This is an optimization exercise on Yosys and OpenROAD, whose aim is small area, a short achievable clock period and few clock cycles per item, not a production implementation.

==> job 8153: inputs <==
// DSP_CONV1D
module DSP_CONV1D #(
    parameter AXI_DATA_WIDTH = 32,
    parameter AXI_ADDR_WIDTH = 5,  
    parameter DSP_DATA_WIDTH = 32,
    parameter MAX_CONV_LEN = 256,
    parameter MAX_KERNEL_LEN = 32
)(
    input  s_axi_clk,
    input  s_axi_resetn,  
    input  [AXI_ADDR_WIDTH-1:0] s_axi_awaddr,
    input  s_axi_awvalid,
    output reg s_axi_awready,
    input  [AXI_DATA_WIDTH-1:0] s_axi_wdata,
    input  [AXI_DATA_WIDTH/8-1:0] s_axi_wstrb,
    input  s_axi_wvalid,
    output reg s_axi_wready,
    output reg  s_axi_bvalid,
    input  s_axi_bready,
    output reg [1:0] s_axi_bresp,
    input  [AXI_ADDR_WIDTH-1:0] s_axi_araddr,
    input  s_axi_arvalid,
    output reg s_axi_arready,
    output reg [AXI_DATA_WIDTH-1:0] s_axi_rdata,
    output reg [1:0] s_axi_rresp,
    output reg s_axi_rvalid,
    input  s_axi_rready,
    output interrupt_o,
    output reg [DSP_DATA_WIDTH-1:0] dsp_mem_addr_o,
    input  [DSP_DATA_WIDTH-1:0] dsp_mem_rdata_i,
    output reg dsp_mem_req_o,
    input  dsp_mem_ack_i,
    output reg dsp_mem_we_o,
    output reg [DSP_DATA_WIDTH-1:0] dsp_mem_wdata_o
);
    localparam P   = 4;    
    localparam LP  = 2;    
    localparam R   = 6;    
    localparam FD  = 3;    
    localparam WQD = 2;    
    localparam CTRL_REG_ADDR          = 5'h00;
    localparam STATUS_REG_ADDR        = 5'h04;
    localparam DATA_IN_ADDR_REG_ADDR  = 5'h08;
    localparam KERNEL_ADDR_REG_ADDR   = 5'h0C;
    localparam DATA_OUT_ADDR_REG_ADDR = 5'h10;
    localparam DATA_LEN_REG_ADDR      = 5'h14;
    localparam KERNEL_LEN_REG_ADDR    = 5'h18;
    reg interrupt_enable_r;
    reg busy_r;
    reg done_r;
    reg error_r;
    reg [31:0] data_in_addr_r;
    reg [31:0] kernel_addr_r;
    reg [31:0] data_out_addr_r;
    reg [31:0] data_len_r;
    reg [31:0] kernel_len_r;
    assign interrupt_o = (done_r || error_r) && interrupt_enable_r;
    wire axi_write_fire_w = s_axi_awvalid && s_axi_awready && s_axi_wvalid && s_axi_wready;
    wire axi_read_fire_w  = s_axi_arvalid && s_axi_arready;
    wire start_cmd_w = axi_write_fire_w && (s_axi_awaddr == CTRL_REG_ADDR) && s_axi_wdata[0] && !busy_r;
  ...
clock: 9.0 ns
lec_check: 0
abc_clock_period_in_ps: 3000
cap_margin: 20
core_margin: 2
core_utilization: 40
setup_slack_margin: 5
slew_margin: 20
run.sh (not shown) runs the stock make flow with config.mk's settings and CLKGATE_MAP_FILE= SYNTH_SCRIPT=/design/flow/synth_recipe.tcl, a recipe that flattens the netlist after the stock synthesis.
==> job 8900: changes against job 8153 <==
--- a/flow/design.v
+++ b/flow/design.v
@@ -50,13 +50,14 @@
     reg error_r;
     reg [31:0] data_in_addr_r;
     reg [31:0] kernel_addr_r;
     reg [31:0] data_out_addr_r;
     reg [31:0] data_len_r;
     reg [31:0] kernel_len_r;
-    assign interrupt_o = (done_r || error_r) && interrupt_enable_r;
+    reg irq_q;       
+    assign interrupt_o = irq_q;
     wire axi_write_fire_w = s_axi_awvalid && s_axi_awready && s_axi_wvalid && s_axi_wready;
     wire axi_read_fire_w  = s_axi_arvalid && s_axi_arready;
     wire start_cmd_w = axi_write_fire_w && (s_axi_awaddr == CTRL_REG_ADDR) && s_axi_wdata[0] && !busy_r;
     wire status_read_w = axi_read_fire_w && (s_axi_araddr == STATUS_REG_ADDR);
     always @(posedge s_axi_clk or negedge s_axi_resetn) begin
         if (!s_axi_resetn) begin
@@ -160,36 +161,47 @@
         nblk_q  <= {1'b0, nm1_q >> LP} + 9'd1;
         skip_q  <= (P - 1) - nm1_q[LP-1:0];
     end
     reg errp_q;      
     reg start_q;     
     wire finish_w;
+    wire inten_n = (axi_write_fire_w && s_axi_awaddr == CTRL_REG_ADDR) ? s_axi_wdata[1] : interrupt_enable_r;
+    reg done_n, error_n;
+    always @(*) begin
+        done_n = done_r;
+        error_n = error_r;
+        if (start_cmd_w) begin
+            done_n = 1'b0;
+            error_n = 1'b0;
+        end else if (finish_w || errp_q) begin
+            done_n = 1'b1;
+            error_n = errp_q;
+        end else if (status_read_w) begin
+            done_n = 1'b0;
+            error_n = 1'b0;
+        end
+    end
     always @(posedge s_axi_clk or negedge s_axi_resetn) begin
         if (!s_axi_resetn) begin
             busy_r  <= 1'b0;
             done_r  <= 1'b0;
             error_r <= 1'b0;
+            irq_q   <= 1'b0;
             errp_q  <= 1'b0;
             start_q <= 1'b0;
         end else begin
             start_q <= start_cmd_w && !inv_q;
+            done_r  <= done_n;
+            error_r <= error_n;
+            irq_q   <= inten_n && (done_n || error_n);
             if (start_cmd_w) begin
                 busy_r  <= 1'b1;
-                done_r  <= 1'b0;
-                error_r <= 1'b0;
                 errp_q  <= inv_q;
-            end else begin
-                if (finish_w || errp_q) begin
-                    done_r  <= 1'b1;
-                    error_r <= errp_q;
-                    busy_r  <= 1'b0;
-                    errp_q  <= 1'b0;
-                end else if (status_read_w) begin
-                    done_r  <= 1'b0;
-                    error_r <= 1'b0;
-                end
+            end else if (finish_w || errp_q) begin
+                busy_r  <= 1'b0;
+                errp_q  <= 1'b0;
             end
         end
     end
     localparam FPW = (FD > 1) ? $clog2(FD) : 1;
     reg [31:0]    fifo [0:FD-1];
     reg [FPW:0]   f_cnt, f_res;
@@ -258,32 +270,25 @@
     reg        r_k;        
     reg [LP:0] r_fill;     
     reg [5:0]  r_kidx;     
     reg [8:0]  r_nblk;     
     reg [7:0]  r_i;        
     reg [8:0]  rx_idx;     
-    reg [31:0] raddr_q;    
-    reg        rv_q;       
     wire [7:0] r_inext = (r_nblk == 9'd2) ? lasti_q : r_i + P;
     wire r_grpend = (r_fill == 1);
     wire r_blkend = r_grpend && (r_kidx == kl_q);
-    wire r_gen = r_act && (!rv_q || do_r);
-    wire [31:0] r_addr = (r_k ? kernel_addr_r : data_in_addr_r) + (r_k ? {26'd0, r_kidx} : {23'd0, rx_idx});
+    wire r_gen = do_r;
     always @(posedge s_axi_clk or negedge s_axi_resetn) begin
         if (!s_axi_resetn) begin
             r_act <= 1'b0;
-            rv_q  <= 1'b0;
         end else begin
             if (start_q) r_act <= 1'b1;
             else if (r_gen && !r_k && r_blkend && r_nblk == 9'd1) r_act <= 1'b0;
-            if (r_gen) rv_q <= 1'b1;
-            else if (do_r) rv_q <= 1'b0;
         end
     end
     always @(posedge s_axi_clk) begin
-        if (r_gen) raddr_q <= r_addr;
         if (start_q) begin
             r_k     <= 1'b1;
             r_kidx  <= 6'd0;
             r_nblk  <= nblk_q;
             r_i     <= 8'd0;
             rx_idx  <= 9'd0;
@@ -303,40 +308,45 @@
                     rx_idx  <= {1'b0, r_inext};
                 end
             end
         end
     end
     wire m_free = !dsp_mem_req_o || dsp_mem_ack_i;
-    wire want_r = rv_q && (f_roomy_q || f_pop);
-    assign do_w = m_free && wq_ne_q;
-    assign do_r = m_free && !wq_ne_q && want_r;
-    reg [31:0] waddr_q;    
+    wire want_r = r_act && (f_roomy_q || f_pop);
+    wire wsel = wq_ne_q && !(want_r && f_cnt < 2);    
+    assign do_w = m_free && wsel;
+    assign do_r = m_free && !wsel && want_r;
+    reg [8:0]  w_idx;      
+    wire [31:0] base_sel = wsel ? data_out_addr_r : (r_k ? kernel_addr_r : data_in_addr_r);
+    wire [8:0]  idx_sel  = wsel ? w_idx : (r_k ? {3'b0, r_kidx} : rx_idx);
+    wire [9:0]  addr_lo  = {1'b0, base_sel[8:0]} + {1'b0, idx_sel};
+    wire [22:0] base_inc = base_sel[31:9] + 23'd1;
+    wire [31:0] addr_nx  = {addr_lo[9] ? base_inc : base_sel[31:9], addr_lo[8:0]};
     always @(posedge s_axi_clk or negedge s_axi_resetn) begin
         if (!s_axi_resetn) begin
             dsp_mem_req_o <= 1'b0;
             dsp_mem_we_o  <= 1'b0;
         end else if (m_free) begin
             dsp_mem_req_o <= wq_ne_q || want_r;
-            dsp_mem_we_o  <= wq_ne_q;
+            dsp_mem_we_o  <= wsel;
         end
     end
     always @(posedge s_axi_clk) begin
         if (m_free) begin
-            dsp_mem_addr_o  <= wq_ne_q ? waddr_q : raddr_q;
+            dsp_mem_addr_o  <= addr_nx;
             dsp_mem_wdata_o <= wq[wq_rp];
         end
-        if (start_q) waddr_q <= data_out_addr_r;
-        else if (do_w) waddr_q <= waddr_q + 32'd1;
+        if (start_q) w_idx <= 9'd0;
+        else if (do_w) w_idx <= w_idx + 9'd1;
     end
     reg st_kload, st_run, st_flush, st_drain;
     reg [5:0]    c_tap;
     reg [LP-1:0] c_slot;
     reg [8:0]    c_nblk;
     reg          c_first;    
     reg          t0, tl, s0, sl;    
-    reg [31:0] a_q;          
     reg [47:0] ksel_q;       
     reg [31:0] dl [0:P-2];   
     wire need_f = t0 || s0 || sl;
     wire wr_op  = t0 && !c_first;
     wire iss_run = st_run && (!need_f || f_avail_q) && (!wr_op || wcredit_q);
     wire flush_wr = small_q ? ({1'b0, c_slot} <= nm1_q[LP:0]) : (c_slot >= skip_q);
@@ -350,13 +360,12 @@
     wire drained = !v0 && !v1 && !wq_ne_q && !dsp_mem_req_o;
     assign finish_w = st_drain && drained;
     integer di;
     always @(posedge s_axi_clk) begin
         if (iss_kload || (iss_run && s0 && !t0)) ksel_q <= ksel_w;
         if (iss_run) begin
-            a_q <= x_in;
             for (di = 0; di < P-2; di = di + 1) dl[di] <= dl[di+1];
             dl[P-2] <= x_in;
         end
     end
     always @(posedge s_axi_clk or negedge s_axi_resetn) begin
         if (!s_axi_resetn) begin
@@ -407,13 +416,13 @@
             end
             if (finish_w) st_drain <= 1'b0;
         end
     end
     wire [R*32-1:0] rows_w;
     reg  [R*32-1:0] rows_q;
-    conv_mul_s1 u_s1 (.x(a_q), .sel(ksel_q), .rows(rows_w));
+    conv_mul_s1 u_s1 (.x(dl[P-2]), .sel(ksel_q), .rows(rows_w));
     always @(posedge s_axi_clk) rows_q <= rows_w;
     reg  [31:0] ring [0:P-2];
     reg  [31:0] rcs0, rcs1;
     wire [31:0] acc_in = f1 ? 32'd0 : ring[0];
     wire [31:0] q0_w, q1_w;
     conv_mul_s2 u_s2 (.rows(rows_q), .acc(acc_in), .q0(q0_w), .q1(q1_w));
==> flow/flow/run.sh (new file) <==
#!/bin/bash
set -euo pipefail
bash standard.sh SETUP_SLACK_MARGIN=6 "BUFFER_PORTS_ARGS=-buffer_cell sky130_fd_sc_hd__buf_4" finish > standard_finish.log 2>&1
==> flow/standard.sh (new file) <==
#!/bin/bash
# synth_recipe.tcl (not shown) runs the flow's synth.tcl, then flattens the netlist and writes it again
# the make line also repeats each setting of config.mk as NAME=value (left out here)
make -C /OpenROAD-flow-scripts/flow DESIGN_CONFIG=/design/flow/config.mk WORK_HOME=/design/flow/orfs CLKGATE_MAP_FILE= SYNTH_SCRIPT=/design/flow/synth_recipe.tcl "${@:-finish}"
Settings changed: CORE_UTILIZATION 40 to 65, SETUP_SLACK_MARGIN 5 to unset.
removed: flow/run.sh
==> impl_results.md <==
* Inserted Diodes at 1
* Worst setup margin at 5.10 ns
* Area contributors post-synth: edfxtp_1 (32%), dfrtp_1 (13%), dfxtp_1 (9.5%), fa_1 (8.9%), xnor2_1 (5.8%)
* Post-CTS setup repair buffer count at 55
* Crit path from: wcredit_q$_DFF_PN1_
* Post-Place Setup Slack at between 4 and 5 ns
* Layout cells sized above 1 at 20.6%
* Sequential cell count at ~1.0k
* Synth Area in Adders at roughly an eighth
* CTS Buf Count at between 100 and 150
* Wire length on met1 at 53,200 um
* Status: no timing/DRC/antenna violations
(the above is from job 8900)
==> impl_results.md <==
* Synth Area in Adders at 11.1%
* Sequential cell count at 1,095
* Area contributors post-synth: edfxtp_1 (34%), dfrtp_1 (12%), dfxtp_1 (8.7%), fa_1 (8.5%), xnor2_1 (5.5%)
* Post-Place Setup Slack at 3.81 ns
* Layout cells sized above 1 at approximately 12%
* CTS Buf Count at 114
* Worst setup margin at 5.06 ns
* Inserted Diodes at 2
* Post-CTS setup repair buffer count at 2
* Wire length on met1 at approximately 61,000 um
* Status: no timing/DRC/antenna violations
(the above is from job 8153)
Function was not checked in any run of this note: the RTL went through the layout flow alone.


==> run F: inputs <==
DSP_CONV1D, a different RTL version from the one above (not shown whole).
export LEC_CHECK = 0
export ABC_CLOCK_PERIOD_IN_PS = 3000
export CAP_MARGIN = 20
export CORE_MARGIN = 2
export CORE_UTILIZATION = 40
export SLEW_MARGIN = 20
create_clock -name core_clock -period 9.0 [get_ports {s_axi_clk}]
standard.sh (not shown) runs the stock make flow with config.mk's settings and CLKGATE_MAP_FILE= SYNTH_SCRIPT=/design/flow/synth_recipe.tcl, a recipe that flattens the netlist after the stock synthesis.
==> flow/flow/run.sh <==
#!/bin/bash
set -euo pipefail
bash standard.sh SETUP_SLACK_MARGIN=5.7 finish > standard_finish.log 2>&1
==> run K (differences from run F) <==
--- a/flow/design.v
+++ b/flow/design.v
@@ -257,34 +257,27 @@
     reg        r_act;      
     reg        r_k;        
     reg [LP:0] r_fill;     
     reg [5:0]  r_kidx;     
     reg [8:0]  r_nblk;     
     reg [7:0]  r_i;        
     reg [8:0]  rx_idx;     
-    reg [31:0] raddr_q;    
-    reg        rv_q;       
     wire [7:0] r_inext = (r_nblk == 9'd2) ? lasti_q : r_i + P;
     wire r_grpend = (r_fill == 1);
     wire r_blkend = r_grpend && (r_kidx == kl_q);
-    wire r_gen = r_act && (!rv_q || do_r);
-    wire [31:0] r_addr = (r_k ? kernel_addr_r : data_in_addr_r) + (r_k ? {26'd0, r_kidx} : {23'd0, rx_idx});
+    wire r_gen = do_r;
     always @(posedge s_axi_clk or negedge s_axi_resetn) begin
         if (!s_axi_resetn) begin
             r_act <= 1'b0;
-            rv_q  <= 1'b0;
         end else begin
             if (start_q) r_act <= 1'b1;
             else if (r_gen && !r_k && r_blkend && r_nblk == 9'd1) r_act <= 1'b0;
-            if (r_gen) rv_q <= 1'b1;
-            else if (do_r) rv_q <= 1'b0;
         end
     end
     always @(posedge s_axi_clk) begin
-        if (r_gen) raddr_q <= r_addr;
         if (start_q) begin
             r_k     <= 1'b1;
             r_kidx  <= 6'd0;
             r_nblk  <= nblk_q;
             r_i     <= 8'd0;
             rx_idx  <= 9'd0;
         end else if (r_gen) begin
@@ -302,34 +295,36 @@
                     r_i     <= r_inext;
                     rx_idx  <= {1'b0, r_inext};
                 end
             end
         end
     end
     wire m_free = !dsp_mem_req_o || dsp_mem_ack_i;
-    wire want_r = rv_q && (f_roomy_q || f_pop);
+    wire want_r = r_act && (f_roomy_q || f_pop);
     assign do_w = m_free && wq_ne_q;
     assign do_r = m_free && !wq_ne_q && want_r;
-    reg [31:0] waddr_q;    
+    reg [8:0]  w_idx;      
+    wire [31:0] base_sel = wq_ne_q ? data_out_addr_r : (r_k ? kernel_addr_r : data_in_addr_r);
+    wire [8:0]  idx_sel  = wq_ne_q ? w_idx : (r_k ? {3'b0, r_kidx} : rx_idx);
     always @(posedge s_axi_clk or negedge s_axi_resetn) begin
         if (!s_axi_resetn) begin
             dsp_mem_req_o <= 1'b0;
             dsp_mem_we_o  <= 1'b0;
         end else if (m_free) begin
             dsp_mem_req_o <= wq_ne_q || want_r;
             dsp_mem_we_o  <= wq_ne_q;
         end
     end
     always @(posedge s_axi_clk) begin
         if (m_free) begin
-            dsp_mem_addr_o  <= wq_ne_q ? waddr_q : raddr_q;
+            dsp_mem_addr_o  <= base_sel + {23'd0, idx_sel};
             dsp_mem_wdata_o <= wq[wq_rp];
         end
-        if (start_q) waddr_q <= data_out_addr_r;
-        else if (do_w) waddr_q <= waddr_q + 32'd1;
+        if (start_q) w_idx <= 9'd0;
+        else if (do_w) w_idx <= w_idx + 9'd1;
     end
     reg st_kload, st_run, st_flush, st_drain;
     reg [5:0]    c_tap;
     reg [LP-1:0] c_slot;
     reg [8:0]    c_nblk;
     reg          c_first;    
     reg          t0, tl, s0, sl;    
==> flow/flow/run.sh (replaced) <==
#!/bin/bash
set -euo pipefail
bash standard.sh SETUP_SLACK_MARGIN=6 "BUFFER_PORTS_ARGS=-buffer_cell sky130_fd_sc_hd__buf_4" finish > standard_finish.log 2>&1
==> comparison table <==
Outcome: run K no timing/DRC/antenna violations; run F no timing/DRC/antenna violations
Pin slew with the least headroom to its limit: run K 1050 ps; run F 1010 ps
Clock net sink count: run K 991; run F 1047
Proportion of cell area occupied by multi-input gates: run K 37.4%; run F 36.5%
Data buffer area share: run K 7.32%; run F 5.45%
Met2 wire len: run K 56700 um; run F 60100 um
Iteration-0 DRC Markers: run K 2523; run F 3033
Combined buffer and inverter count along the critical path: run K 2; run F 1
Row count: run K 129; run F 132
Distinct cell type count after synthesis: run K 75; run F 70
Clock period minus worst slack: run K 3320 ps; run F 3300 ps
Fin Hold WS: run K 323 ps; run F 345 ps
Final Skew: run K 83.8 ps; run F 84.6 ps
No functional check of the RTL was part of any run of this note.

==> afterwards: timing with drivers on the ports <==
In the flow no input, the clock included, has a driving cell. The finished layouts below were timed again as built, in two steps.
Step 1, drivers: a clkbuf_16 drives s_axi_clk and a buf_2 each remaining input, both assumed.
Step 2, shift: input delay + t, output delay - t, t = (earliest + latest rising clock arrival at the registers) / 2. This alone moves slack from input paths to output paths.
a / b / c = no drivers / after step 1 / after step 2; a / b = the first two.
| run | shift t [ns] | slack for setup (ns) | worst setup path after step 2 |
|---|---|---|---|
| job 8153 | 0.824 | 5.058 / 4.978 / 4.355 | input to register |
| job 8900 | 0.724 | 5.102 / 5.102 / 5.102 | register to register |
| run F | 0.790 | 5.698 / 5.628 / 4.963 | input to register |
| run K | 0.772 | 5.676 / 5.611 / 5.188 | input to register |
After both steps setup and hold are still met in every run listed. For run F, which loses most, drivers alone change the setup slack by -0.070 ns; drivers and shift together by -0.735 ns.
